Context: an optimization exercise on an open-source flow, tuned for small area. The choices shown serve that exercise and are no tape-out recipe.
Only simulation tests tie the RTL to the original design; equivalence was not proved.
The clock input has no modelled driver; a real chip could not lean on it and would need a root buffer or a full tree.
Power is estimated from default activity; no workload was simulated.

## north
==> flow/design.v <==
module prbs #(parameter N = 14) (
    input  logic [N-1:0] cur,
    output logic [N-1:0] nxt
);
    assign nxt = {cur[N-2:0], cur[13] ^ cur[4] ^ cur[2] ^ cur[0]};
endmodule
module sseg (
    input  logic        clk,
    input  logic        clear,
    input  logic [15:0] display_data,
    output logic        phase,
    output logic [7:0]  sseg,
    output logic [7:0]  an
);
    logic [4:0] count;
    always_ff @(posedge clk, posedge clear)
        if (clear) count <= 5'd0;
        else       count <= count + 5'd1;
    assign phase = count[0];
    logic [1:0] digit_sel;
    assign digit_sel = count[4:3];
    logic [3:0] code;
    always_comb
        case (digit_sel)
            2'd0: code = display_data[3:0];
            2'd1: code = display_data[7:4];
            2'd2: code = display_data[11:8];
            default: code = display_data[15:12];
        endcase
    always_comb
        case (code)
            4'd0:  sseg = 8'h90;  
            4'd1:  sseg = 8'h80;  
            4'd2:  sseg = 8'hF8;  
            4'd3:  sseg = 8'h82;  
            4'd4:  sseg = 8'h92;  
            4'd5:  sseg = 8'h99;  
            4'd6:  sseg = 8'hB0;  
            4'd7:  sseg = 8'hA4;  
            4'd8:  sseg = 8'hF9;  
            4'd9:  sseg = 8'hC0;  
            4'd13: sseg = 8'h89;  
            4'd14: sseg = 8'hCF;  
            default: sseg = 8'hFF;
        endcase
    assign an = ~(8'b00000001 << digit_sel);
endmodule
module timer (
    input  logic clk,
    input  logic clear,
    input  logic start,
    input  logic stop,
    output logic led,
    output logic [7:0] sseg,
    output logic [7:0] an
);
    localparam logic [2:0] S_INIT  = 3'd0,
                           S_RAND  = 3'd1,
                           S_PA    = 3'd2,
                           S_PB    = 3'd3,
                           S_RST   = 3'd4,
                           S_LED   = 3'd5,
                           S_FIN   = 3'd6,
                           S_NINE  = 3'd7;
    logic [2:0]  st, nst;
    logic [13:0] r, r_n, r_step;
    logic [2:0]  q;
    logic        phase, tick;
    logic [15:0] display_data;
    prbs #(14) lfsr (.cur(r), .nxt(r_step));
    sseg ss (
        .clk(clk), .clear(clear), .display_data(display_data),
        .phase(phase), .sseg(sseg), .an(an)
    );
    always_ff @(posedge clk, posedge clear)
        if (clear) q <= 3'b000;
        else       q <= {q[1] & ~q[0] & ~q[2], (q[0] | q[1]) & ~q[2], ~q[1]};
    assign tick = phase & q[2];
    logic [14:0] b;
    logic [13:0] dec;
    logic        bcd;
    assign bcd = (st == S_LED);
    always_comb begin
        b[0] = 1'b1;
        for (int i = 0; i < 14; i++) b[i+1] = b[i] & ~r[i];
        for (int i = 0; i < 14; i++) dec[i] = r[i] ^ b[i];
        for (int k = 0; k < 3; k++) begin
            dec[4*k+1] = dec[4*k+1] & ~(bcd & b[4*k+4]);
            dec[4*k+2] = dec[4*k+2] & ~(bcd & b[4*k+4]);
        end
    end
    logic done;
    assign done = (st == S_PA) ? (r == 14'd14384) : (r == 14'd11001);
    always_comb begin
        r_n = r;
        case (st)
            S_INIT:             r_n = r_step;
            S_PA, S_PB, S_LED:  if (tick) r_n = dec;
            S_RST:              r_n = 14'h1999;
            default: ;
        endcase
    end
    always_ff @(posedge clk, posedge clear)
        if (clear) r <= 14'd1;
        else       r <= r_n;
    always_comb begin
        nst = st;
        case (st)
            S_INIT: if (start) nst = S_RAND;
            S_RAND: nst = (r >= 14'd13001) ? S_PB : S_PA;
            S_PA, S_PB:
                if (done)      nst = S_RST;
                else if (stop) nst = S_NINE;
            S_RST:  nst = S_LED;
            S_LED:  if (stop || !r[12]) nst = S_FIN;
            default: ;
        endcase
    end
    always_ff @(posedge clk, posedge clear)
        if (clear) st <= S_INIT;
        else       st <= nst;
    assign led = (st == S_LED);
    always_comb
        case (st)
            S_INIT:       display_data = 16'hFDEF;
            S_LED, S_FIN: display_data = {3'b100, r[12], r[11:0]};
            S_NINE:       display_data = 16'h0000;
            default:      display_data = 16'hFFFF;
        endcase
endmodule
clock: 13.0 ns
lec_check: 0
abc_area: 1
cap_margin: 20
core_margin: 2
core_utilization: 40
slew_margin: 20
standard.sh (not shown) runs the stock make flow with config.mk's settings and CLKGATE_MAP_FILE= SYNTH_SCRIPT=/design/flow/synth_recipe.tcl, a recipe that flattens the netlist after the stock synthesis.
==> flow/flow/run.sh <==
#!/bin/bash
# Own layout flow: the standard flow (standard.sh) with three changes:
#  * ABC maps the logic with an area-only script (flow/abc_area_only.script)
#    instead of ORFS's, which buffers and upsizes for delay;
#  * no half/full-adder extraction before ABC and no buffers on pass-through
#    wires (ADDER_MAP_FILE empty, SYNTH_INSBUF 0);
#  * the port buffers are buf_1 cells.
# Synthesis is otherwise the standard flow's own (synth_recipe.tcl: no fsm/share passes,
# flattened, same register names). Each tool's output goes to a log here.
set -euo pipefail
W=$(pwd)
{
  echo 'proc abc {args} {'
  echo '  set i [lsearch -exact $args -script]'
  echo '  if {$i >= 0} { lset args [expr {$i + 1}] $::env(OWN_ABC_SCRIPT) }'
  echo '  yosys abc {*}$args'
  echo '}'
  cat "$W/synth_recipe.tcl"
} > "$W/own_synth.tcl"
export OWN_ABC_SCRIPT="$W/flow/abc_area_only.script"
sed -e "s|SYNTH_SCRIPT=[^ ]*synth_recipe.tcl|SYNTH_SCRIPT=$W/own_synth.tcl ADDER_MAP_FILE= SYNTH_INSBUF=0 'BUFFER_PORTS_ARGS=-buffer_cell sky130_fd_sc_hd__buf_1'|" \
  "$W/standard.sh" > "$W/own_standard.sh"
grep -q own_synth.tcl "$W/own_standard.sh"
bash "$W/own_standard.sh" > "$W/orfs_make.log" 2>&1
test -s "$W/out/final.def"
==> flow/flow/abc_area_only.script <==
strash
dch
map -a
topo
Setup changes, north to south
==> flow/run.sh (new file) <==
#!/bin/bash
# synth_recipe.tcl (not shown) runs the flow's synth.tcl, then flattens the netlist and writes it again
# the make line also repeats each setting of config.mk as NAME=value (left out here)
make -C /OpenROAD-flow-scripts/flow DESIGN_CONFIG=/design/flow/config.mk WORK_HOME=/design/flow/orfs CLKGATE_MAP_FILE= SYNTH_SCRIPT=/design/flow/synth_recipe.tcl finish
removed: flow/flow/run.sh
removed: flow/flow/abc_area_only.script
removed: flow/standard.sh
Notes after the runs:
- north → south: combinational power share increased by 3.8 points relative to the old numbers; area taken by multi-input logic gates grew by 28%; via count has increased.

timer, a different RTL version from the one above (not shown whole).
Size: ~190 cells after synthesis, ~25 flip-flops, roughly 21 I/O pins.
export LEC_CHECK = 0
export ABC_AREA = 1
export CAP_MARGIN = 20
export CORE_MARGIN = 2
export CORE_UTILIZATION = 40
export CTS_BUF_LIST = sky130_fd_sc_hd__clkbuf_8
export SLEW_MARGIN = 20
create_clock -name core_clock -period 13.0 [get_ports {clk}]
==> flow/flow/run.sh <==
#!/bin/bash
# Own layout flow: the standard flow (standard.sh) with these changes:
#  * ABC maps the logic with an area-only script (flow/abc_area_only.script)
#    instead of ORFS's, which buffers and upsizes for delay;
#  * no half/full-adder extraction before ABC and no buffers on pass-through
#    wires (ADDER_MAP_FILE empty, SYNTH_INSBUF 0);
#  * the constant outputs share synthesis's one tie cell
#    (SKIP_REPAIR_TIE_FANOUT 1);
#  * the port buffers are buf_1 cells.
# Synthesis is otherwise the standard flow's own (synth_recipe.tcl: no fsm/share passes,
# flattened, same register names). Each tool's output goes to a log here.
set -euo pipefail
W=$(pwd)
{
  echo 'proc abc {args} {'
  echo '  set i [lsearch -exact $args -script]'
  echo '  if {$i >= 0} { lset args [expr {$i + 1}] $::env(OWN_ABC_SCRIPT) }'
  echo '  yosys abc {*}$args'
  echo '}'
  cat "$W/synth_recipe.tcl"
} > "$W/own_synth.tcl"
export OWN_ABC_SCRIPT="$W/flow/abc_area_only.script"
sed -e "s|SYNTH_SCRIPT=[^ ]*synth_recipe.tcl|SYNTH_SCRIPT=$W/own_synth.tcl ADDER_MAP_FILE= SYNTH_INSBUF=0 SKIP_REPAIR_TIE_FANOUT=1 POST_CTS_TCL=/flow/post_cts.tcl 'BUFFER_PORTS_ARGS=-buffer_cell sky130_fd_sc_hd__buf_1'|" \
  "$W/standard.sh" > "$W/own_standard.sh"
grep -q own_synth.tcl "$W/own_standard.sh"
bash "$W/own_standard.sh" > "$W/orfs_make.log" 2>&1
test -s "$W/out/final.def"
==> flow/flow/abc_area_only.script <==
strash
dch
amap
strash
dch
amap
topo
==> flow/flow/post_cts.tcl <==
# Collapse the clock tree that CTS built into its root buffer: the design
# has only a few flip-flops, which the one buffer drives within the slew
# limit. Every flip-flop then gets its clock through the same buffer.
set block [ord::get_db_block]
set clk_net [[$block findBTerm clk] getNet]
set roots {}
foreach it [$clk_net getITerms] { lappend roots [$it getInst] }
if {[llength $roots] != 1} { error "expected one clock root buffer, found [llength $roots]" }
set root [lindex $roots 0]
set root_out [[$root findITerm X] getNet]
set moved 0
set removed 0
set again 1
while {$again} {
  set again 0
  foreach it [$root_out getITerms] {
    set inst [$it getInst]
    if {$inst == $root} { continue }
    set m [[$inst getMaster] getName]
    if {[string match "sky130_fd_sc_hd__clkbuf_*" $m] || [string match "sky130_fd_sc_hd__buf_*" $m]} {
      set out [[$inst findITerm X] getNet]
      foreach s [$out getITerms] {
        if {[$s getInst] != $inst} { $s disconnect; $s connect $root_out; incr moved }
      }
      odb::dbInst_destroy $inst
      odb::dbNet_destroy $out
      incr removed
      set again 1
      break
    }
  }
}
# dummy loads left on the clock net (inverters with no output load)
foreach it [$root_out getITerms] {
  set inst [$it getInst]
  set m [[$inst getMaster] getName]
  if {[string match "sky130_fd_sc_hd__clkinv*" $m]} {
    set y [$inst findITerm Y]
    if {[$y getNet] == "NULL" || [llength [[$y getNet] getITerms]] <= 1} {
      set yn [$y getNet]
      odb::dbInst_destroy $inst
      if {$yn != "NULL"} { odb::dbNet_destroy $yn }
      incr removed
    }
  }
}
puts "post_cts: removed $removed clock tree cells, moved $moved sinks to [$root getName] ([[$root getMaster] getName])"
detailed_placement
estimate_parasitics -placement
report_clock_min_period
report_check_types -max_slew -max_capacitance -violators
The baseline stopped in clock tree synthesis.
==> next run, changes <==
--- a/flow/flow/run.sh
+++ b/flow/flow/run.sh
@@ -23 +23 @@
-sed -e "s|SYNTH_SCRIPT=[^ ]*synth_recipe.tcl|SYNTH_SCRIPT=$W/own_synth.tcl ADDER_MAP_FILE= SYNTH_INSBUF=0 SKIP_REPAIR_TIE_FANOUT=1 POST_CTS_TCL=/flow/post_cts.tcl 'BUFFER_PORTS_ARGS=-buffer_cell sky130_fd_sc_hd__buf_1'|" \
+sed -e "s|SYNTH_SCRIPT=[^ ]*synth_recipe.tcl|SYNTH_SCRIPT=$W/own_synth.tcl ADDER_MAP_FILE= SYNTH_INSBUF=0 SKIP_REPAIR_TIE_FANOUT=1 POST_CTS_TCL=$W/flow/post_cts.tcl 'BUFFER_PORTS_ARGS=-buffer_cell sky130_fd_sc_hd__buf_1'|" \
--- a/flow/flow/post_cts.tcl
+++ b/flow/flow/post_cts.tcl
@@ -46,0 +47,3 @@
+# a stronger root buffer keeps the flip-flops' clock slew low
+set strong [[ord::get_db] findMaster sky130_fd_sc_hd__clkbuf_16]
+$root swapMaster $strong
Effect:
- The new run ran to the end with no violations
- synthesized cell count is unchanged
- synthesized area does not change
==> next run, changes <==
--- a/flow/flow/run.sh
+++ b/flow/flow/run.sh
@@ -3,2 +3,3 @@
-#  * ABC maps the logic with an area-only script (flow/abc_area_only.script)
-#    instead of ORFS's, which buffers and upsizes for delay;
+#  * ABC maps the logic with an area-only script (flow/abc_area_only.script:
+#    20 s of &deepsyn, then two rounds of dch + amap) instead of ORFS's,
+#    which buffers and upsizes for delay;
@@ -9 +10,3 @@
-#  * the port buffers are buf_1 cells.
+#  * the port buffers are buf_1 cells;
+#  * after CTS, flow/post_cts.tcl (run by ORFS's cts step as POST_CTS_TCL)
+#    collapses the clock tree into one clkbuf_16 that drives every flip-flop.
==> flow/flow/abc_area_only.script (replaced) <==
strash
&get -n
&deepsyn -T 20
&put
dch
amap
strash
dch
amap
topo
Outcome: The changed run completed with no timing, DRC or antenna violations. Sequential power came out lower by a quarter to a third. First-iteration DRC count rises by well over a third. Worst setup slack is worse by 170 ps. Routed wire length falls by a few percent. Non-clock buffer count does not change. Count of clock-buffer cells in the layout is unchanged. Via count shrinks by a few percent. Final area shrinks slightly. Register-to-register slack gets better by 300 ps. Final cell count grows slightly.
==> next run, changes <==
--- a/flow/flow/run.sh
+++ b/flow/flow/run.sh
@@ -3,3 +3,2 @@
-#  * ABC maps the logic with an area-only script (flow/abc_area_only.script:
-#    20 s of &deepsyn, then two rounds of dch + amap) instead of ORFS's,
-#    which buffers and upsizes for delay;
+#  * ABC maps the logic with an area-only script (flow/abc_area_only.script)
+#    instead of ORFS's, which buffers and upsizes for delay;
==> flow/flow/abc_area_only.script (replaced) <==
strash
dch
amap
strash
dch
amap
topo
=> The changed run passed the timing, DRC and antenna checks. Sequential share of layout area went down by 0.50 points. Total power came out higher by 62%. Routed wire length went up by 2.1%. Cell area rises by 1.3%. Cell count went down by 0.39%. Via count is higher by 4.9%. Core utilization grows by 0.23 points. Flip-flop and latch count stays the same.

-- port drivers added, routing unchanged --
Ports are ideal in the flow. The routed layouts listed here were re-timed in OpenROAD.
Step 1 (the two cells are an assumption about what drives the block):
set clk [get_ports {clk}]
set_driving_cell -lib_cell sky130_fd_sc_hd__clkbuf_16 $clk
set_driving_cell -lib_cell sky130_fd_sc_hd__buf_2 [delete_from_list [all_inputs] $clk]
Step 2, shift: input delay + t, output delay - t, t = (earliest + latest rising clock arrival at the registers) / 2. This alone moves slack from input paths to output paths.
Slacks: ideal / step 1 / step 2; pairs: ideal / step 1.
run	t, ns	slack for setup (ns)	cell pins on the clock port's net
north	0.289	7.354 / 7.331 / 7.620	1
south	0.312	7.567 / 7.539 / 7.852	1
the second run of note 2	0.184	7.850 / 7.822 / 8.006	1
the third run of note 2	0.191	7.681 / 7.648 / 7.839	1
the fourth run of note 2	0.184	7.850 / 7.822 / 8.006	1
After both steps every run listed still meets setup and hold.
